Background: an optimization exercise with open tools, aiming at small area. Do not read the settings as production practice. In this exercise RTL edits were held to simulation tests only and were not proved equivalent to the original. Power and IR drop assume default switching activity.

==> flow/design.v <==
module parity_checker(
              i_clk,
              i_rst_n,  
              i_parity_mode_0,
              i_parity_en,
              i_frame_size,
              i_frame,
              o_parity_check
            );
input                 i_clk;
input                 i_rst_n;
input                 i_parity_mode_0;  
input                 i_parity_en; 
input   [2:0]         i_frame_size;     
input   [8:0]         i_frame;          
output  reg           o_parity_check;   
always @(*) begin: parity_check_block
    case (i_frame_size)   
          3'b000: o_parity_check = (^i_frame[4:0])^i_parity_mode_0;
          3'b001: o_parity_check = (^i_frame[5:0])^i_parity_mode_0;
          3'b010: o_parity_check = (^i_frame[6:0])^i_parity_mode_0;
          3'b011: o_parity_check = (^i_frame[7:0])^i_parity_mode_0;
          3'b111: o_parity_check = (^i_frame[8:0])^i_parity_mode_0;
          default: o_parity_check = i_parity_mode_0;
        endcase     
end
endmodule       
module fsm_tx ( 
				i_clk,
				i_tick,
				i_rst_n,
				i_data_in_udr,
				i_last_bit_sent,
				i_upm1,
				i_usbs,
				o_start_bit_insert,
				o_parity_generate,
    			o_reg_wr_or_shift,
    			o_rewr_or_count,
    			o_data_transmit,
    			o_parity_insert,
    			o_stop_bit,
    			o_transmit_complete
              );
parameter 					IDLE 				= 0, 
							START_TRANSMISSION	= 1,
							SEND_DATA			= 2,
							PARITY_INSERT		= 3,
							STOP_BIT			= 4;
input 					i_clk;		 
input 					i_tick;	 
input 					i_rst_n;		 
input 					i_data_in_udr;	 
input 					i_last_bit_sent;	   
input 					i_upm1;			 
input 					i_usbs; 		 
output  reg 			o_start_bit_insert;  
output  reg 			o_data_transmit; 	 
output  reg 			o_parity_generate;  
output	reg				o_reg_wr_or_shift;  
output  reg 			o_rewr_or_count;    
output  reg 			o_parity_insert;    
output 	reg 			o_stop_bit;		    
output 	reg 			o_transmit_complete;  
reg		[2:0]			state, next_state; 	 
always @(posedge i_clk or negedge i_rst_n) begin : fsm_state_change_block
	if(~i_rst_n) begin : fsm_state_change_reset
		state <= IDLE;
	end else if (i_tick) begin : fsm_state_change_operation
		state <= next_state;
	end
end
always @(posedge i_clk or negedge i_rst_n) begin : fsm_output_logic_block
	if(~i_rst_n) begin : fsm_output_logic_reset
		o_start_bit_insert  <= 0;
		o_parity_generate 	<= 0;
		o_reg_wr_or_shift 	<= 0;
		o_rewr_or_count	  	<= 0;
		o_parity_insert   	<= 0;
		o_stop_bit		  	<= 0;
		o_transmit_complete	<= 1;
		o_data_transmit		<= 0;
	end else if (i_tick) begin : fsm_output_logic_operation
		o_start_bit_insert  <= 0;
		o_parity_generate 	<= 0;
		o_reg_wr_or_shift 	<= 0;
		o_rewr_or_count	  	<= 0;
		o_parity_insert   	<= 0;
		o_stop_bit		  	<= 0;
		o_transmit_complete	<= 0;
		o_data_transmit 	<= 0;
		case(next_state)
			IDLE: 	begin : idle_state_operation
						o_stop_bit 			<= 1;
						o_transmit_complete	<= 1;
					end
			START_TRANSMISSION:
					begin : start_transmissiom_operation
						o_reg_wr_or_shift 		<= 1;
						o_rewr_or_count	  		<= 1;
						o_parity_generate 		<= 1;
						o_start_bit_insert 		<= 1;
					end
			SEND_DATA:
					begin : send_data_operation
						o_data_transmit <= 1;
						if (i_last_bit_sent) o_parity_insert <= 1;
					end
			PARITY_INSERT:
					begin : parity_insert
						o_parity_insert <= 1;
					end
			STOP_BIT:
					begin : STOP_BIT_operation
						o_stop_bit		<= 1;
					end
		endcase
	end
end
always @(*) begin : fsm_state_change_logic_block
	case (state)
		IDLE: 	if(i_data_in_udr) begin
					next_state = START_TRANSMISSION;
				end else begin
					next_state = IDLE;
				end
		START_TRANSMISSION:
					next_state = SEND_DATA;
		SEND_DATA:
				if (i_last_bit_sent) begin
					if (i_upm1) next_state = PARITY_INSERT;
					else begin
						if(i_usbs) 	next_state = STOP_BIT;
						else next_state = IDLE;
					end
				end else begin
					next_state = SEND_DATA;
				end
		PARITY_INSERT:
				if(i_usbs) next_state = STOP_BIT;
				else next_state = IDLE;
		STOP_BIT:
				next_state = IDLE;
		default: next_state = IDLE;
	endcase  
end  
endmodule
module fsm_rx (
				i_clk,
				i_tick,
				i_rst_n,
				i_edge_detect,
				i_start_bit,
				i_data_recovery,
				i_end_frame,
				i_upm1,
				o_start_bit_wait,
				o_data_bit_wait,
				o_sampling_en,
				o_bit_counter_load_en,
				o_parity_check,
				o_stop_bit_wait,
				o_receive_complete
				);
parameter 					IDLE_RESET 		= 5,
							IDLE 			= 0,
							START_BIT		= 1,
							DATA_RECEIVE	= 2,
							PARITY_CHECK 	= 3,
							STOP_BIT 		= 4;
input 						i_clk;	 
input 						i_tick;	 
input 						i_rst_n;	 
input 						i_edge_detect;	 
input 						i_start_bit;	 
input 						i_data_recovery;  
input 						i_end_frame;	 
input 						i_upm1;	 
output reg					o_sampling_en;	 
output reg 					o_bit_counter_load_en;  
output reg					o_stop_bit_wait;	 
output reg 					o_parity_check;  
output reg 					o_receive_complete;  
output reg 					o_start_bit_wait;  
output reg 					o_data_bit_wait;	 
reg 	[2:0]				state, next_state;  
always @(posedge i_clk or negedge i_rst_n) begin : fsm_state_change_block
	if(~i_rst_n) begin : fsm_state_change_reset
		state <= IDLE_RESET;
	end else if (i_tick) begin : fsm_state_change_operation
		state <= next_state;
	end
end
always @(posedge i_clk or negedge i_rst_n) begin : fsm_output_logic_block
	if(~i_rst_n) begin : fsm_output_logic_reset
		o_sampling_en 		  <= 0;
		o_bit_counter_load_en <= 0;
		o_stop_bit_wait 	  <= 0;
		o_parity_check		  <= 0;
		o_receive_complete	  <= 0;
		o_start_bit_wait	  <= 0;
		o_data_bit_wait 	  <= 0;
	end else if (i_tick) begin : fsm_output_logic_operation
		o_sampling_en 		  <= 1;
		o_bit_counter_load_en <= 0;
		o_stop_bit_wait		  <= 0;
		o_parity_check		  <= 0;
		o_receive_complete 	  <= 0;
		o_start_bit_wait	  <= 0;
		o_data_bit_wait 	  <= 0;
		 case(next_state)
		 	IDLE_RESET:
					begin : idle_reset_operation
						o_sampling_en 		<= 0;
					end
		 	IDLE:	begin : idle_state_operation
		 				o_sampling_en		<= 0;
		 				o_receive_complete	<= 1;
		 			end
		 	START_BIT:
		 			begin : start_bit_operation
		 				o_bit_counter_load_en <= 1;
		 				o_start_bit_wait	  <= 1;
		 				if(o_stop_bit_wait) o_receive_complete 	<=	1;
		 			end
		 	DATA_RECEIVE:
		 			begin : data_receive_operation
		 				o_data_bit_wait <= 1;
		 			end
		 	PARITY_CHECK:
		 			begin : parity_check_operation
		 				if (i_data_recovery)
		 					o_parity_check <= 1;
		 			end
		 	STOP_BIT:
		 			begin : stop_bit_1_operation
		 				o_stop_bit_wait  	  <= 1;
		 				if (i_data_recovery)
		 					o_receive_complete 	<=	1;	 					
		 			end
		 endcase  
	end
end
always @(*) begin : fsm_state_chage_logic_block
	case(state)
		IDLE_RESET: 
				if (i_edge_detect) 	
					next_state = START_BIT;
				else 	
					next_state = IDLE_RESET;
		IDLE: 	if (i_edge_detect) 	
					next_state = START_BIT;
				else 	
					next_state = IDLE;
		START_BIT:
				if (i_start_bit)
					next_state = DATA_RECEIVE;
				else 
					if(i_data_recovery) 
						next_state = IDLE;
					else 
						next_state = START_BIT;	
		DATA_RECEIVE:
				case(1'b1)
					i_upm1 & i_end_frame: next_state = PARITY_CHECK;
					i_end_frame	:		  next_state = STOP_BIT;
					default: 			  next_state = DATA_RECEIVE;
				endcase
		PARITY_CHECK:
				if(o_parity_check) 	
						next_state = STOP_BIT;
				else 	next_state = PARITY_CHECK;
		STOP_BIT:
				case (1'b1)
					i_edge_detect & i_data_recovery:
								 				next_state = START_BIT;
					i_data_recovery: 			next_state = IDLE;
					default: 					next_state = STOP_BIT;
				endcase
		default: next_state = IDLE;
	endcase
end
endmodule
module transmitter	(
					i_clk,
					i_tick,
					i_rst_n,	
					i_tx_data,
					i_tx_data_9bit,
					i_tx_data_en,
					i_ucz,
					i_upm,
					i_usbs,
					o_tx,
					o_transmit_complete,
					o_data_read_from_udr
					);
input 					i_clk; 		 
input 					i_tick;	 
input 					i_rst_n;		 
input 	[7:0]			i_tx_data;		 
input 					i_tx_data_9bit;	 
input 					i_tx_data_en; 	 
input 	[2:0]			i_ucz;			 
input 	[1:0]			i_upm;			 
input 					i_usbs; 		 
output					o_transmit_complete;	 
output  reg 			o_tx;					 
output 					o_data_read_from_udr;
reg		[8:0]			shift_register;  
reg 	[3:0]			counter;
wire 					fsm_start_bit; 		   
wire					fsm_rewrite_or_shift;  
wire 					fsm_counter_en;		   
wire					fsm_parity_generate;   
wire 					fsm_parity_insert;	   
wire 					fsm_stop_bit_insert;   
wire 					fsm_transmit_complete; 
wire  					fsm_data_transmit;	   
wire 					last_bit_flag;			   
wire					parity_bit;			   
reg 					parity_bit_reg; 	  
wire 					tx;
reg 					data_read_from_udr;
parity_checker  parity_check1 (
				              	.i_clk 				(i_clk),
				              	.i_rst_n			(i_rst_n),  
				              	.i_parity_mode_0	(i_upm[0]),
				              	.i_parity_en		(fsm_parity_generate),
				              	.i_frame_size		(i_ucz),
				              	.i_frame 			({i_tx_data_9bit, i_tx_data}),
				              	.o_parity_check		(parity_bit)
				              );
fsm_tx 	transmitter1_fsm1	( 
								.i_clk				(i_clk),
								.i_tick				(i_tick), 
								.i_rst_n				(i_rst_n),
								.i_data_in_udr			(i_tx_data_en),
								.i_last_bit_sent		(last_bit_flag),
								.i_upm1					(i_upm[1]),
								.i_usbs					(i_usbs),
								.o_start_bit_insert		(fsm_start_bit),
								.o_parity_generate		(fsm_parity_generate),
				    			.o_reg_wr_or_shift		(fsm_rewrite_or_shift),
				    			.o_rewr_or_count		(fsm_counter_en),
				    			.o_data_transmit		(fsm_data_transmit),
				    			.o_parity_insert		(fsm_parity_insert),
				    			.o_stop_bit				(fsm_stop_bit_insert),
				    			.o_transmit_complete	(fsm_transmit_complete)
				              );
assign  o_data_read_from_udr = data_read_from_udr;
assign 	last_bit_flag	=	(counter == 1);
assign 	o_transmit_complete = fsm_transmit_complete;
assign  tx 				= shift_register[0];
always @(posedge i_clk or negedge i_rst_n) begin : shift_register_load_block
	if(~i_rst_n) begin : shift_register_reset
		shift_register <= 0;
		data_read_from_udr <= 0;
	end else if (i_tick) begin : shift_register_operation
		if (fsm_rewrite_or_shift) begin	
			shift_register <= {i_tx_data_9bit, i_tx_data};
			data_read_from_udr <= 1;
		end else begin
			data_read_from_udr <= 0;
			shift_register <= {1'b0, shift_register[8:1]};
		end
	end
end  
always @(posedge i_clk or negedge i_rst_n) begin : proc_
	if(~i_rst_n) begin
		parity_bit_reg <= 0;
	end else if (i_tick) begin
		if (fsm_parity_generate) 
			parity_bit_reg <= parity_bit;
	end
end
always @(posedge i_clk or negedge i_rst_n) begin : counter_block
	if(~i_rst_n) begin : counter_reset
		counter <= 0;
	end else if (i_tick) begin : counter_operation
		if (fsm_counter_en|!fsm_data_transmit) begin
			case(i_ucz)
				3'b000:		counter <= 5;  
				3'b001:		counter <= 6;  
				3'b010:		counter <= 7;  
				3'b011:		counter <= 8;  
				3'b111:		counter <= 9;  
				default:	counter <= 0;  
			endcase  
		end else begin
			counter <= counter - 1;
		end
	end
end
always @(posedge i_clk or negedge i_rst_n) begin : tx_line_block
	if(~i_rst_n) begin
		o_tx <= 1;
	end else if (i_tick) begin
		if (fsm_parity_insert)	o_tx <= parity_bit_reg;
		else begin
			if (fsm_stop_bit_insert) 		o_tx <= 1;
			else begin
				if (fsm_start_bit) 			o_tx <= 0;
				else begin
					if (fsm_data_transmit) 	o_tx <= tx;
					else 					o_tx <= 1;
				end
			end
		end
	end
end  
endmodule
module receiver (
					i_clk,
					i_tick,
					i_rst_n,
					i_rx,
					i_upm,
					i_ucsz,
					i_udr_valid,
					i_receive_buffer_valid,
					i_mpcm,
					i_u2x,
					i_umsel,
					o_shift_register,
					o_frame_error,
					o_data_overrun,
					o_parity_error,
					o_shift_register_valid
				);
input 				i_clk;  
input 				i_tick;	 
input 				i_rst_n;  
input 				i_rx;	  
input 	[1:0]		i_upm;	  
input 	[2:0]		i_ucsz;	 
input 				i_mpcm;  
input 				i_u2x;	 
input 				i_umsel;  
input 				i_receive_buffer_valid;  
input 				i_udr_valid;
output  reg	[8:0]	o_shift_register;	 
output  reg			o_frame_error;		 
output 	reg 		o_data_overrun;		 
output  reg 		o_parity_error;		 
output 	reg 		o_shift_register_valid;	 
reg			[8:0]	shift_register;		 
reg 				input_ff;	 
reg 		[3:0]	sample_counter;		 
reg 		[2:0] 	vote_sample;  
reg 		[3:0]	bit_counter;  
reg 				mpcm_address_receive_bit;  
wire 				high_to_low_transition;  
wire 				recovery_bit;  
wire 				start_bit;  
wire 				recovery_ready;  
wire                fsm_sample_count_en;  
wire 				shift_register_we;  
wire 				fsm_bit_couter_load_en; 	 
wire 				fsm_stop_bit_wait;	 
wire 				parity_bit;			 
wire 				fsm_receive_complete;	 
wire 				fsm_wait_start_bit;	 
wire 				stop_bit;			 
wire 				fsm_data_bit_wait;	 
wire 				data_overrun_error;	 
wire 				sync_recovery;  
wire 				frame_end_sync;
wire 				fsm_frame_end;
wire 				fsm_parity_check;
wire 				frame_end;
wire 				smp_4, smp_5, smp_6, smp_7, smp_8, smp_9, smp_10, smp_11;
parity_checker  parity_check2 (
				              	.i_clk 				(i_clk),
				              	.i_rst_n			(i_rst_n),  
				              	.i_parity_mode_0	(i_upm[0]),
				              	.i_parity_en		(1'b1),
				              	.i_frame_size		(i_ucsz),
				              	.i_frame 			(shift_register),
				              	.o_parity_check		(parity_bit)
				              );
fsm_rx receiver1_fsm1	(
							.i_clk					(i_clk),
								.i_tick					(i_tick),
							.i_rst_n					(i_rst_n),
							.i_edge_detect				(high_to_low_transition),
							.i_start_bit				(start_bit),
							.i_data_recovery			(recovery_ready),
							.i_end_frame				(fsm_frame_end),
							.i_upm1						(i_upm[1]),
							.o_sampling_en				(fsm_sample_count_en),
							.o_start_bit_wait			(fsm_wait_start_bit),
							.o_data_bit_wait			(fsm_data_bit_wait),
							.o_bit_counter_load_en		(fsm_bit_couter_load_en),
							.o_parity_check				(fsm_parity_check),
							.o_stop_bit_wait			(fsm_stop_bit_wait),
							.o_receive_complete			(fsm_receive_complete)
						);
assign	high_to_low_transition = input_ff & ! i_rx;
assign  sync_recovery = (sample_counter == 0);
assign  smp_4 = (sample_counter == 3); 
assign  smp_5 = (sample_counter == 4);
assign  smp_6 = (sample_counter == 5);
assign  smp_7 = (sample_counter == 6);
assign  smp_8 = (sample_counter == 7);
assign  smp_9 = (sample_counter == 8);
assign  smp_10 = (sample_counter == 9);
assign	smp_11 = (sample_counter == 10);
assign  recovery_bit = (i_umsel) ? (input_ff):
						(vote_sample[0] & vote_sample[1]) | 
							(vote_sample[0] & vote_sample[2]) | 
								(vote_sample[1] & vote_sample[2]); 
assign	recovery_ready = (i_umsel)?	(sync_recovery)	: ((i_u2x) ? (smp_7) : (smp_11));
assign	start_bit = recovery_ready & !recovery_bit & fsm_wait_start_bit;
assign 	frame_end = (bit_counter == 0);
assign  shift_register_we = recovery_ready & fsm_data_bit_wait & !frame_end;	
assign  frame_end_sync = (bit_counter == 1);
assign  fsm_frame_end = (i_umsel) ? (frame_end | frame_end_sync) : (frame_end);
assign 	stop_bit = fsm_stop_bit_wait & recovery_ready;
assign 	data_overrun_error = i_receive_buffer_valid & i_udr_valid;
always @(posedge i_clk or negedge i_rst_n) begin : edge_detector_block
	if(~i_rst_n) begin
		input_ff <= 1;
	end else if (i_tick) begin
		input_ff <= i_rx;
	end
end
always @(posedge i_clk or negedge i_rst_n) begin : sample_counter_block
	if(~i_rst_n) begin : sample_counter_reset
		sample_counter <= 0;
	end else if (i_tick) begin : sample_counter_operation
		if (fsm_sample_count_en) begin
			if (stop_bit) begin
				sample_counter <= 0;
			end
			else begin
				if (i_u2x & smp_8 | i_umsel)
					sample_counter <= 0;
				else 
					sample_counter <= sample_counter + 1;
			end
		end	
	end
end
always @(posedge i_clk or negedge i_rst_n) begin : vote_samples_block
	if(~i_rst_n) begin
		vote_sample <= 0;
	end else if (i_tick) begin
		if (!i_u2x) begin
			if(smp_8) 	vote_sample[0] <= input_ff;
			if(smp_9) 	vote_sample[1] <= input_ff;
			if(smp_10)	vote_sample[2] <= input_ff;
		end else begin 
			if(smp_4) 	vote_sample[0] <= input_ff;
			if(smp_5) 	vote_sample[1] <= input_ff;
			if(smp_6) 	vote_sample[2] <= input_ff;
		end
	end
end
always @(posedge i_clk or negedge i_rst_n) begin : shift_register_block
	if(~i_rst_n) begin : shift_register_reset
		shift_register <= 0;
	end else if (i_tick) begin : shift_register_operation
		if (shift_register_we) begin 	
			shift_register 		<= shift_register << 1;
			shift_register[0] 	<= recovery_bit;
		end
	end
end
always @(posedge i_clk or negedge i_rst_n) begin : bit_counter_block
	if(~i_rst_n) begin : bit_counter_reset
		bit_counter <= 0;
	end else if (i_tick) begin : bit_counter_operation
		if (fsm_bit_couter_load_en) begin
			case(i_ucsz)
				3'b000:		bit_counter <= 5;  
				3'b001:		bit_counter <= 6;  
				3'b010:		bit_counter <= 7;  
				3'b011:		bit_counter <= 8;  
				3'b111:		bit_counter <= 9;  
				default:	bit_counter <= 0;  
			endcase  
		end else begin
			if (shift_register_we)
				bit_counter <= bit_counter - 1;
		end
	end
end
always @(posedge i_clk or negedge i_rst_n) begin : parity_error_block
	if(~i_rst_n) begin : parity_error_reset
		o_parity_error <= 0;
	end else if (i_tick) begin : parity_error_operation
		if (fsm_parity_check)
			o_parity_error <= !(parity_bit == recovery_bit);
	end
end
always @(posedge i_clk or negedge i_rst_n) begin : frame_error_block
	if(~i_rst_n) begin : frame_error_reset
		o_frame_error <= 0;
	end else if (i_tick) begin : frame_error_operation
		if (stop_bit)
			o_frame_error <= !recovery_bit;
	end
end
always @(posedge i_clk or negedge i_rst_n) begin : data_overrun_error_block
	if(~i_rst_n) begin : data_overrun_error_reset
		o_data_overrun <= 0;
	end else if (i_tick) begin : data_overrun_error_operation
		if (start_bit)
			o_data_overrun <= data_overrun_error;
		else begin
			if(!i_receive_buffer_valid)
				o_data_overrun <= 0;
		end
	end
end
always @(*) begin : valid_bit_block
	if (i_mpcm)
		o_shift_register_valid = fsm_receive_complete & shift_register[0]; 
	else 
		o_shift_register_valid = fsm_receive_complete;
end
always @(*) begin  
	o_shift_register   = shift_register;
end
endmodule
module fifo(  
			  i_clk,
			  i_rst_n,
              i_shift_register,
              i_shift_register_valid,
              i_frame_error,
              i_data_overrun,
              i_parity_error,
              i_mcu_read,
              o_udr,
              o_rxb8,
              o_udr_valid,
              o_receive_buffer_valid,
              o_parity_error_flag,
              o_frame_error_flag,
              o_data_overrun_flag
            );
input 				i_clk; 		 
input 				i_rst_n;	 
input 	[8:0]		i_shift_register;	 
input 				i_shift_register_valid;  
input 				i_data_overrun;	 
input 				i_parity_error;  
input 				i_frame_error;	 
input 				i_mcu_read;		 
output reg 	[7:0]	o_udr; 		
output reg 			o_rxb8;		
output reg 			o_udr_valid;
output reg 			o_receive_buffer_valid;
output reg 			o_parity_error_flag;
output reg 			o_frame_error_flag;
output reg 			o_data_overrun_flag;
reg 	[8:0]		receive_buffer;
reg 				frame_error_0;
reg 				parity_error_0;
reg 				udr_valid;
reg 				receive_buffer_valid;
reg 				shift_reg_read;
wire 				shift_reg_valid;
assign 	shift_reg_valid = i_shift_register_valid & !shift_reg_read;
always @(posedge i_clk or negedge i_rst_n) begin : receive_buffer_block
	if(~i_rst_n) begin : receive_buffer_reset
		receive_buffer 		 <= 0;
		frame_error_0		 <= 0;
		parity_error_0 		 <= 0;
		shift_reg_read 		 <= 0;
	end else begin : receive_buffer_operation
		if (!receive_buffer_valid & i_shift_register_valid | i_mcu_read) begin
			receive_buffer 	<=	i_shift_register;
			shift_reg_read  <=	1;
			frame_error_0 	<= 	i_frame_error;
			parity_error_0	<= 	i_parity_error;
		end
		if (!i_shift_register_valid)
			shift_reg_read 	<=  0;
	end
end
always @(posedge i_clk or negedge i_rst_n) begin : receive_buffer_valid_bit_block
	if(~i_rst_n) begin : receive_buffer_valid_bit_reset
		receive_buffer_valid <= 0; 
	end else begin : receive_buffer_valid_bit_operation
		if(i_mcu_read | !receive_buffer_valid | !udr_valid) begin
			receive_buffer_valid <= i_shift_register_valid;
		end
		if(i_shift_register_valid & shift_reg_read) 
			receive_buffer_valid <= 0;
	end
end
always @(*) begin : o_receive_buffer_valid_block
	o_receive_buffer_valid = receive_buffer_valid;
end
always @(posedge i_clk or negedge i_rst_n) begin : udr_block
	if(~i_rst_n) begin : udr_reset
		o_udr 	<=	0;
		o_rxb8	<=	0;
		o_parity_error_flag	<=	0;
		o_frame_error_flag	<=	0;
		o_data_overrun_flag	<=	0;
	end else begin : udr_operation
		if (i_mcu_read | !udr_valid) begin
			o_udr 	<=	receive_buffer[7:0];
			o_rxb8 	<=	receive_buffer[8];
			o_parity_error_flag	<=	parity_error_0;
			o_frame_error_flag 	<= 	frame_error_0;
			o_data_overrun_flag <= 	i_data_overrun;
		end
	end
end
always @(posedge i_clk or negedge i_rst_n) begin : udr_valid_block
	if(~i_rst_n) begin : udr_valid_reset
		udr_valid <= 0;
	end else begin : udr_valid_operation
		if (i_mcu_read | !udr_valid) 
			udr_valid 	<= 	receive_buffer_valid;
	end
end
always @(*) begin : o_udr_valid_block
	o_udr_valid = udr_valid;
end
endmodule
module clock_generator (  
              i_clk,
              i_rst_n,
              i_ubrrl_new,
              i_ubrr,
              i_xcki,
              i_ddr_xck,
              i_ucpol,
              i_umsel,
              i_u2x,
              i_txen,
              i_rxen,
              i_transmit_complete,
              o_txtick,
              o_rxtick,
              o_xcko
            );
input                     	i_clk;       
input                     	i_rst_n;     
input                     	i_xcki;      
input                     	i_ddr_xck;   
input   [11:0]		i_ubrr; 	 
input   					i_ubrrl_new; 
input 						i_ucpol;	 
input 						i_umsel; 	 
input 						i_u2x;		 
input 						i_rxen;		 
input 						i_txen;		 
input             i_transmit_complete;  
output                  o_txtick;    
output                  o_rxtick;    
output                  o_xcko;      
wire                      	baud_rate_clock_en;  
wire 						edge_detect;		 
wire 						rising_edge;		 
wire 						falling_edge;		 
wire 						sync_mode_clock; 	 
wire 						ux_u2x_clock;		 
wire 						txclk;				 
wire 						rxclk_sync;			 
reg     [11:0]			  	down_counter;
reg 						divide_by_2;		 
reg 	[1:0]				divide_by_8;		 
reg 						divide_by_16;		 
reg 	[1:0]				sync_register;		 
reg 						edge_detection_ff;	 
reg 						txclk_prev;			 
reg 						rxclk_sync_prev;	 
wire 						d2_rise, d4_rise, d8_rise;
assign baud_rate_clock_en   =  (down_counter == 0);
assign rising_edge			=  sync_register[1] & ~edge_detection_ff;
assign falling_edge			= ~sync_register[1] & edge_detection_ff;
assign edge_detect 			= (i_ucpol) ? (rising_edge) : (falling_edge);
assign o_xcko				= divide_by_2;
assign sync_mode_clock 		= (i_ddr_xck) ? (divide_by_2) : (edge_detect); 
assign ux_u2x_clock			= (i_u2x)	? (divide_by_8[1]) : (divide_by_16);
assign txclk				= (i_umsel) ? (sync_mode_clock) : (ux_u2x_clock);
assign rxclk_sync			= sync_mode_clock;
assign d2_rise				= baud_rate_clock_en & ~divide_by_2;
assign d4_rise				= d2_rise & ~divide_by_8[0];
assign d8_rise				= d4_rise & ~divide_by_8[1];
assign o_txtick				= txclk & ~txclk_prev & (i_txen | !i_transmit_complete);
assign o_rxtick				= i_rxen & ((i_umsel) ? (rxclk_sync & ~rxclk_sync_prev)
												  : (baud_rate_clock_en));
always @(posedge i_clk, negedge i_rst_n) begin: down_counter_block
    if(!i_rst_n)  begin: down_counter_reset
      down_counter <= 0;
    end  
    else begin: down_counter_operation
      if (i_ubrrl_new || baud_rate_clock_en) begin: down_counter_new_ubrr
        down_counter <= i_ubrr;
      end  
      else begin: down_counter_counting
        down_counter <= down_counter - 1;
      end  
    end  
end  
always @(posedge i_clk or negedge i_rst_n) begin : divider_block
	if(~i_rst_n) begin: divider_reset 
		divide_by_2 <= 0;
		divide_by_8 <= 0;
		divide_by_16 <= 0;
	end else begin: divider_operation
		if (baud_rate_clock_en) divide_by_2 <= ~divide_by_2;
		if (d2_rise) divide_by_8[0] <= ~divide_by_8[0];
		if (d4_rise) divide_by_8[1] <= ~divide_by_8[1];
		if (d8_rise) divide_by_16 <= ~divide_by_16;
	end
end  
always @(posedge i_clk or negedge i_rst_n) begin : sync_register_block
	if(~i_rst_n) begin: sync_register_reset
		sync_register <= 0;
	end else begin
		sync_register[0] <= i_xcki;
		sync_register[1] <= sync_register[0];
	end
end  
always @(posedge i_clk or negedge i_rst_n) begin : edge_detection_block
	if(~i_rst_n) begin
		edge_detection_ff <= 0;
	end else begin
		edge_detection_ff <= sync_register[1];
	end
end  
always @(posedge i_clk or negedge i_rst_n) begin : clock_level_block
	if(~i_rst_n) begin
		txclk_prev <= 0;
		rxclk_sync_prev <= 0;
	end else begin
		txclk_prev <= txclk;
		rxclk_sync_prev <= rxclk_sync;
	end
end  
endmodule
module uart_module(  
              i_clk,
              i_rst_n,
              i_we,
              i_udr_select,
              i_ubrrh_ucsrc_select,
              i_ucsra_select,
              i_ucsrb_select,
              i_ubrrl_select,
              i_ddr_xck,
              i_udr,
              i_rx,
              i_xcki,
              i_ubrrh_ucsrc,
              i_ubrrl,
              i_ucsra,
              i_ucsrb,
              o_ubrrh_ucsrc,
              o_ubrrl,
              o_ucsra,
              o_ucsrb,
              o_udr,
              o_tx,
              o_xcko
            );
parameter WIDTH = 8;
input                 i_clk;     
input                 i_rst_n;   
input   [WIDTH-1:0]   i_udr;     
input   			  i_rx;      
input 				  i_we;		 
input                 i_xcki;    
input 				  i_ddr_xck;  
input 					i_udr_select; 
input 	              	i_ubrrh_ucsrc_select; 
input 	              	i_ucsra_select;
input 	              	i_ucsrb_select;
input 	              	i_ubrrl_select;
input   [WIDTH-1:0]   i_ubrrh_ucsrc;   
input   [WIDTH-1:0]   i_ubrrl;         
input   [WIDTH-1:0]   i_ucsra;         
input   [WIDTH-1:0]   i_ucsrb;         
output   [WIDTH-1:0]   o_ubrrh_ucsrc;   
output   [WIDTH-1:0]   o_ubrrl;         
output   [WIDTH-1:0]   o_ucsra;         
output   [WIDTH-1:0]   o_ucsrb;         
output  [WIDTH-1:0]   o_udr;     
output  			  o_tx;      
output  reg           o_xcko;     
reg     [WIDTH-1:0]   ubrrh;     
reg     [WIDTH-1:0]   ubrrl;     
reg     [WIDTH-1:0]   ucsra;     
reg     [WIDTH-1:0]   ucsrb;     
reg     [WIDTH-1:0]   ucsrc;     
reg     [WIDTH-1:0]   udr_tx;              
reg 				  udr_tx_data_en; 	   
reg                   ubrrh_ucsrc_read_access;   
wire 				  txtick, rxtick;  
wire 				  transmit_complete ;  
wire 				  xclko;  
wire [8:0]				shift_reg;
reg [8:0]				shift_reg_re_order;
wire 					shift_reg_valid;
wire 					frame_err;
wire 					data_overrun_err;
wire 					parity_err;
wire 					receive_buffer_valid;
wire 					udr_valid;
wire [7:0]				udr_receiver1;
wire 					tx;
wire 					parity_error_flag;
wire 					data_overrun_flag;
wire 					frame_error_flag;
wire 					ucsrb_1;
wire 					udr_empty;
wire 					fifo_read;
integer 				i; 	 
clock_generator clock_generator1_inst1(  
              							.i_clk					(i_clk),
              							.i_rst_n				(i_rst_n),
              							.i_ubrrl_new			(i_ubrrl_select),
              							.i_ubrr 				({ubrrh[3:0], ubrrl}),
              							.i_xcki					(i_xcki),
              							.i_ddr_xck				(i_ddr_xck),
              							.i_ucpol				(ucsrc[0]),				
              							.i_umsel				(ucsrc[6]),
              							.i_u2x					(ucsra[1]),
              							.i_txen					(ucsrb[3]),
              							.i_rxen					(ucsrb[4]),
              							.i_transmit_complete	(transmit_complete),
              							.o_txtick				(txtick),
              							.o_rxtick				(rxtick),
              							.o_xcko					(xclko)
            						);
transmitter	transmitter1_inst1		(
										.i_clk					(i_clk),
										.i_tick					(txtick),
										.i_rst_n				(i_rst_n),	
										.i_tx_data 				(udr_tx),
										.i_tx_data_9bit 		(ucsrb[0]),
										.i_tx_data_en 			(udr_tx_data_en),
										.i_ucz					({ucsrb[2],ucsrc[2:1]}),
										.i_upm 					(ucsrc[5:4]),
										.i_usbs 				(ucsrc[3]),
										.o_tx 					(tx),
										.o_transmit_complete	(transmit_complete),
										.o_data_read_from_udr 	(udr_empty)
									);  
receiver receiver1_inst1 			(
										.i_clk					(i_clk),
										.i_tick					(rxtick),
										.i_rst_n				(i_rst_n),
										.i_rx 					(i_rx),
										.i_upm 					(ucsrc[5:4]),
										.i_ucsz					({ucsrb[2],ucsrc[2:1]}),
										.i_udr_valid 			(udr_valid),
										.i_receive_buffer_valid	(receive_buffer_valid),
										.i_mpcm					(ucsra[0]),
										.i_u2x					(ucsra[1]),
										.i_umsel				(ucsrc[6]),
										.o_shift_register 		(shift_reg),
										.o_frame_error 			(frame_err),
										.o_data_overrun			(data_overrun_err),
										.o_parity_error			(parity_err),
										.o_shift_register_valid	(shift_reg_valid)
									);  
fifo fifo1_inst1 					(  
										.i_clk 					(i_clk),
										.i_rst_n 				(i_rst_n),
							            .i_shift_register 		(shift_reg_re_order),
							            .i_shift_register_valid (shift_reg_valid),
							            .i_frame_error 			(frame_err),
							            .i_data_overrun			(data_overrun_err),
							            .i_parity_error 		(parity_err),
							            .i_mcu_read 			(fifo_read),
							            .o_udr 					(udr_receiver1),
							            .o_rxb8 				(ucsrb_1),
							            .o_udr_valid 			(udr_valid),
							            .o_receive_buffer_valid	(receive_buffer_valid),
							            .o_parity_error_flag	(parity_error_flag),
							            .o_frame_error_flag		(frame_error_flag),
							            .o_data_overrun_flag	(data_overrun_flag)
							        );      
assign 	  o_tx = tx;
assign 	  fifo_read = i_udr_select& !i_we;
assign    o_ucsra =  ucsra;
assign    o_ucsrb =  {ucsrb[7:2], ucsrb_1, ucsrb[0]};
assign    o_ubrrh_ucsrc =  ubrrh_ucsrc_read_access ? ucsrc : ubrrh;  
assign    o_ubrrl =  ubrrl; 
assign    o_udr    =  udr_receiver1;
always @(posedge i_clk or negedge i_rst_n) begin 
	if(~i_rst_n) begin
		udr_tx <= 0;
		udr_tx_data_en <= 0;
	end else begin
		case (1'b1)
			i_we & i_udr_select: begin
				udr_tx <= i_udr;
				udr_tx_data_en <= 1;
			end
			udr_empty: 
				udr_tx_data_en <= 0;
		endcase 
	end
end
always @(posedge i_clk or negedge i_rst_n) begin : ucsra_block
	if(~i_rst_n) begin
		ucsra <= 0;
		ucsra[5] <= 1;
	end else begin
		if (i_ucsra_select & i_we) begin : mcu_write_to_ucsra
			ucsra[1:0]	<= 	i_ucsra[1:0];
		end	else begin : usart_write_to_ucsra
			ucsra[7]	<=	udr_valid;
			ucsra[6]	<=	transmit_complete;
			ucsra[5]	<=  !udr_tx_data_en & !udr_empty;
			ucsra[4]	<=	frame_error_flag;
			ucsra[3]	<=	data_overrun_flag;
			ucsra[2]	<=	parity_error_flag;
		end
	end
end
always @(posedge i_clk or negedge i_rst_n) begin : ucsrb_block
	if(~i_rst_n) begin
		ucsrb <= 0;
	end else begin
		if(i_ucsrb_select & i_we) begin
			ucsrb[7:2] 	<= i_ucsrb[7:2];
			ucsrb[0]	<= i_ucsrb[0];
		end
	end
end
always @(posedge i_clk or negedge i_rst_n) begin : ucsrc_ubrrh_block
	if(~i_rst_n) begin
		ucsrc <= 8'b10000110;
		ubrrh <= 0;
	end else begin
		if (i_ubrrh_ucsrc[7] & i_we & i_ubrrh_ucsrc_select) begin
			ucsrc <= i_ubrrh_ucsrc;
		end else begin
			if (!i_ubrrh_ucsrc[7] & i_we & i_ubrrh_ucsrc_select) begin
				ubrrh[7] <= i_ubrrh_ucsrc[7];
				ubrrh[3:0] <= i_ubrrh_ucsrc[3:0];
			end
		end
	end
end
always @(posedge i_clk or negedge i_rst_n) begin : ucsrc_ubrrh_access_block
	if(~i_rst_n) begin
		ubrrh_ucsrc_read_access <= 0;
	end else begin
		if (i_ubrrh_ucsrc_select & !i_we) begin
			ubrrh_ucsrc_read_access <= ~ubrrh_ucsrc_read_access;
		end
	end
end
always @(posedge i_clk or negedge i_rst_n) begin : ubrrl_block
	if(~i_rst_n) begin
		ubrrl <= 0;
	end else begin
		if (i_we & i_ubrrl_select)
			ubrrl <= i_ubrrl;
	end
end
always @(*) begin : xclko_block
	o_xcko = xclko;
end
always @(*) begin : shift_reg_data_reorder_block
	shift_reg_re_order = 9'b0;
	case({ucsrb[2],ucsrc[2:1]})  
		3'b000:  
			begin
				for (i = 0; i < 5; i = i + 1) begin
					shift_reg_re_order[i] = shift_reg[4-i];
				end
			end
		3'b001:	 
			begin
				for (i = 0; i < 6; i = i + 1) begin
					shift_reg_re_order[i] = shift_reg[5-i];
				end
			end	
		3'b010:	 
			begin
				for (i = 0; i < 7; i = i + 1) begin
					shift_reg_re_order[i] = shift_reg[6-i];
				end
			end	
		3'b011:	 
			begin
				for (i = 0; i < 8; i = i + 1) begin
					shift_reg_re_order[i] = shift_reg[7-i];
				end
			end	
		3'b111:	 
			begin
				for (i = 0; i < 9; i = i + 1) begin
					shift_reg_re_order[i] = shift_reg[8-i];
				end
			end		
	endcase
end
endmodule
module uart	(
					i_clk,
					i_rst_n,
					i_we,
					i_address,
					i_data,
					i_rx,
					i_xcki,
					i_ddr_xck,
					o_xcko,
					o_tx,
					o_data
				);
	input 				i_clk;
	input 				i_rst_n;
	input 				i_we;
	input 	[7:0] 		i_address;
	input 	[7:0] 		i_data;
	input      			i_rx;
	input 				i_xcki;
	input 				i_ddr_xck;
	output  reg [7:0]	o_data;
	output 				o_tx;
	output 				o_xcko;
	reg 				ubrrh_ucsrc_select,
						ucsra_select,
						ucsrb_select,
						ubrrl_select,
						udr_select;
	wire 	[7:0]		ubrrh_ucsrc,
						ucsra,
						ucsrb,
						ubrrl,
						udr;
	uart_module uart_module_inst1 	(  
						              .i_clk					(i_clk),
						              .i_rst_n					(i_rst_n),
						              .i_we						(i_we),
						              .i_udr_select				(udr_select),
						              .i_ubrrh_ucsrc_select		(ubrrh_ucsrc_select),
						              .i_ucsra_select			(ucsra_select),
						              .i_ucsrb_select			(ucsrb_select),
						              .i_ubrrl_select			(ubrrl_select),
						              .i_ddr_xck				(i_ddr_xck),
						              .i_udr 					(i_data),
						              .i_rx 					(i_rx),
						              .i_xcki					(i_xcki),
						              .i_ubrrh_ucsrc 			(i_data),
						              .i_ubrrl 					(i_data),
						              .i_ucsra 					(i_data),
						              .i_ucsrb 					(i_data),
						              .o_ubrrh_ucsrc 			(ubrrh_ucsrc),
						              .o_ubrrl 					(ubrrl),
						              .o_ucsra 					(ucsra),
						              .o_ucsrb 					(ucsrb),
						              .o_udr 					(udr),
						              .o_tx 					(o_tx),
						              .o_xcko 					(o_xcko)
            						);
	always @(*) begin : address_block
		ucsra_select 		= 0;
		ucsrb_select 		= 0;
		ubrrh_ucsrc_select  = 0;
		ubrrl_select 		= 0;
		udr_select 			= 0;
		case(i_address)
			8'h00: 
					begin
						ucsra_select = 1;
					end
			8'h01:
					begin
						ucsrb_select = 1;
					end
			8'h02:
					begin
						ubrrh_ucsrc_select = 1;
					end
			8'h03:
					begin
						ubrrl_select = 1;
					end
			8'h04:
					begin
						udr_select = 1;
					end
		endcase  
	end
	always @(*) begin  
		o_data = 8'h00;
		case(1'b1)
			ucsra_select:			o_data = ucsra;
			ucsrb_select:			o_data = ucsrb;
			ubrrh_ucsrc_select:		o_data = ubrrh_ucsrc;
			ubrrl_select:			o_data = ubrrl;
			udr_select:				o_data = udr;
		endcase  
	end
endmodule  
==> flow/run.sh <==
#!/bin/bash
# synth_recipe.tcl (not shown) runs the flow's synth.tcl, then flattens the netlist and writes it again
# the make line also repeats each setting of config.mk as NAME=value (left out here)
make -C /OpenROAD-flow-scripts/flow DESIGN_CONFIG=/design/flow/config.mk WORK_HOME=/design/flow/orfs CLKGATE_MAP_FILE= SYNTH_SCRIPT=/design/flow/synth_recipe.tcl finish
==> flow/config.mk <==
export PLATFORM = sky130hd
export DESIGN_NAME = uart
export DESIGN_NICKNAME = uart
export VERILOG_FILES = /design/flow/design.v
export SDC_FILE = /design/flow/constraint.sdc
export NUM_CORES = 4
export LEC_CHECK = 0
export CAP_MARGIN = 20
export CORE_MARGIN = 2
export CORE_UTILIZATION = 40
export PLACE_DENSITY = 0.6
export SLEW_MARGIN = 20
==> flow/constraint.sdc <==
create_clock -name core_clock -period 10.0 [get_ports {i_clk}]
set_input_delay 2.0000 -clock core_clock [delete_from_list [all_inputs] [get_ports {i_clk}]]
set_output_delay 2.0000 -clock core_clock [all_outputs]
set_load 0.01 [all_outputs]
==> summary.md <==
| Metric | Value |
|---|---|
| CTS resizes | 0 |
| Slew headroom | 38.9% |
| Max Cap Violations | 0 |
| Placeable Area | 19400 µm² |
| CTS tree | built |
| Worst skew pair latency | 430 ps |
| Routability cong. | between 0.8 and 0.9 |
| Final hold violations | 0 |
| Placed Cells | 1026 |
| Number of diodes | 0 |
| Most frequent cells in the layout | dfrtp_1, nand2_1, mux2_2 |
| Cell count after synthesis | 770 |
| Largest reg by FF count | uart_module_inst1.clock_generator1_inst1.down_counter |
| Synth Area in Compound Gates | 14.4% |
| Die area | between 20000 and 25000 µm² |
| Root Buffer | clkbuf_16 |
| Max H-tree Level | 4 |
| Post-CTS Repair Setup Buffers | 0 |
| RSZ-0062 raised after global routing | no |
| Area leader, netlist | dfrtp_1 |
| Cell Pwr Density | ~170 nW/µm² |
| Via/cell ratio | between 5 and 6 |
| DIE WIDTH | between 100 and 150 µm |
| Tcrit/Tclk final | 70.8% |
| Fin worst setup slack | 2920 ps |
| Area grow syn2layout | 13.8% |
| CTS max path bufs | 2 |
| Syn nets | approximately 800 |
| CTS sink count | 150 |
| Status | complete, no violations |
| Worst EP arrival | 5080 ps |
| Pre-CTS setup slack | roughly 2900 ps |
| First-pass GRT wire length | approximately 30 mm |
| Total grt overflow | 0 |
| Drt initial violations | 371 |
| Avg Cell Area, Syn | 10.2 µm² |
| CTS buffer count | 17 |
| Worst Skew | 6.85 ps |
| Number of flip-flops in the largest register | 12 |
| Peak VDD IR | between 0.0001 and 0.00015 V |
| Reg clk slew, reported paths | 60 ps |
| Drt drc | 0 |
| # setup viols final | 0 |
| Initial antenna violation count | 1 |
| Largest fanout on the critical path | 20 |
| Vias | 5754 |
| Final TNS setup | 0 ps |
| Synth area leaders | dfrtp_1, mux2_2, nand2_1 |
| Crit Path Class | in -> out |
| Mux cell area share after synthesis | 13.8% |
| I/O Pins | 32 |
| EDFF count, synth | 0 |
| Period minus WS final | roughly 7100 ps |
| # rows | 51 |
| Hold-fix buffers, CTS | 0 |
| Yosys reg bits | 150 |
| Slew @ Worst Pin | 916 ps |
| Synth top area share | between 40% and 50% |
| Syn Std Cell Area | 7880 µm² |
| DPL Wire Length | 13.3 mm |
| Post-synth ARST share | 100% |
| Nets | 811 |
| Critical Path End Type | output pin |
| Vias in the first global route | 5440 |
| Die Y-Extent | around 140 µm |
| Final ANT Viol Nets | 0 |
| Largest net degree at the start of global routing | 100 |
| Main combinational cell family by area after synthesis | simple AND/OR/NAND/NOR gates |
| Simple-gate share of the synthesized area | between 10% and 20% |
| Critical Path RT | about 8000 ps |
| Leakage | 0.00393 µW |
| DRT Pass-1 Iters | 4 |
| Main synth FF type | dfrtp_1 |
| DR WL/cell | 17.8 µm |
| Syn. warnings | 9 |
| Area share of fa/ha/maj cells after synthesis | between 1.5 and 2% |
| Sequential fraction of the synthesis area | between 40 and 50% |
| Post-Synth XOR/XNOR Area | approximately 4% |
| Worst setup SP type | input port |
| GRT Overall Usage | a little under a fifth |
| Commonest non-fill, non-tap cell in the layout | dfrtp_1 |
| Proportion of layout cells with a drive suffix above 1 | between 10% and 20% |
| Yosys cell types | 71 |
| Max Clk Rate | 0.141 GHz |
| Worst Hold Class | reg -> reg |
| Max-slew violation count | 0 |
| Count of port buffers added during placement | 31 |
| Initial Util | 40.6% |
| Final cell count without fillers | between 1000 and 1500 |
| Routed wire length | 18.8 mm |
==> routing by layer <==
layer	wire length (µm)	part of all wire, %	track usage, %
met2	8560	46	29.0
met4	478	2.5	6.54
met3	734	3.9	4.11
met1	9010	48	26.4
met5	13	0.069	0
==> cells by family after synthesis <==
family | after synthesis
AOI/OAI and AO/OA | 175
xor gates and xnor gates | 28
adders and majority gates | 10
buffers and inverters | 77
DFF | 150
muxes | 97
and+or+nand+nor | 233
==> area by class of cell <==
cell class	instances	area (µm²)
inverters	34	128
fillers	1871	10400
well taps	265	332
clock inverters	14	151
repair buffers	34	334
multi-input cells	543	3810
clock buffers	18	439
flip-flops and latches	150	3760
==> metrics by stage <==
stage / hold slack (ps) / util (%) / power, µW / area (µm²)
global placement: 332 / 43.1 / 935 / 8370
CTS: 352 / 46.2 / 1580 / 8960
global route: 355 / 46.2 / 1640 / 8960
floorplan: 331 / - / 862 / 7880
finish: 350 / 46.2 / 1570 / 8960
detailed placement: 339 / 43.1 / 938 / 8370
==> cells in the mapped netlist, drive strengths merged, types with 5 or more instances <==
master and count:
a211oi 12, buf 14, nor3 12, nor2b 14, nand2b 9, nand4 7
inv 34, nor2 36, o31ai 10, o22ai 7, dfstp 9, nand3 21
nor3b 6, and2 5, nand2 91, a221oi 7, xor2 8, a21oi 34
mux2 72, o21ai 58, a21boi 6, mux2i 24, clkbuf 29, ha 9
and3 7, dfrtp 141, xnor2 15, nor4 6
==> path summary, 6_finish.rpt <==
path,from,to,slack [ps],cells past startpoint
max,i_address[0],o_data[6],2920,8
min,flip-flop,flip-flop,350,0
max reg2reg,flip-flop,uart_module_inst1.receiver1_inst1.vote_sample[1],7110,8
min reg2reg,flip-flop,flip-flop,350,0
max in group asynchronous,i_rst_n,uart_module_inst1.receiver1_inst1.vote_sample[0],7110,2
min in group asynchronous,i_rst_n,async pin,1680,1
==> worst max-delay path, stage by stage <==
cell,delay [ps]
clkdlybuf4s50_1,770
nor2b_1,280
or4b_1,620
nor2_1,250
a22oi_1,120
nor2_1,130
a2bb2oi_1,310
clkdlybuf4s50_1,610
==> where the power goes <==
group | internal, µW | switching, µW | leakage, µW
Combinational | 89.2 | 91.4 | 0.00168
Clock | 375 | 264 | 0.000275
Sequential | 673 | 73.2 | 0.00197
Total | 1140 | 429 | 0.00393

## separate check: timing with driven ports
The results above use ideal ports. As a check the final layout listed here was re-extracted and re-timed, cells and wires unchanged.
Step 1 assumes that a clkbuf_16 drives the clock port and a buf_2 every other input.
Step 2, shift: input delay + t, output delay - t, t = (earliest + latest rising clock arrival at the registers) / 2. This alone moves slack from input paths to output paths.
a / b / c = no drivers / after step 1 / after step 2; a / b = the first two.
t, ns: 0.469
setup WS [ns]: 2.919 / 2.894 / 2.894
worst register clock-pin slew, ns: 0.07 / 0.07
worst slew at a driven data input, ns: 0.07
After both steps this run still meets setup and hold. For this run, drivers alone change the setup slack by -0.025 ns; drivers and shift together by -0.025 ns.
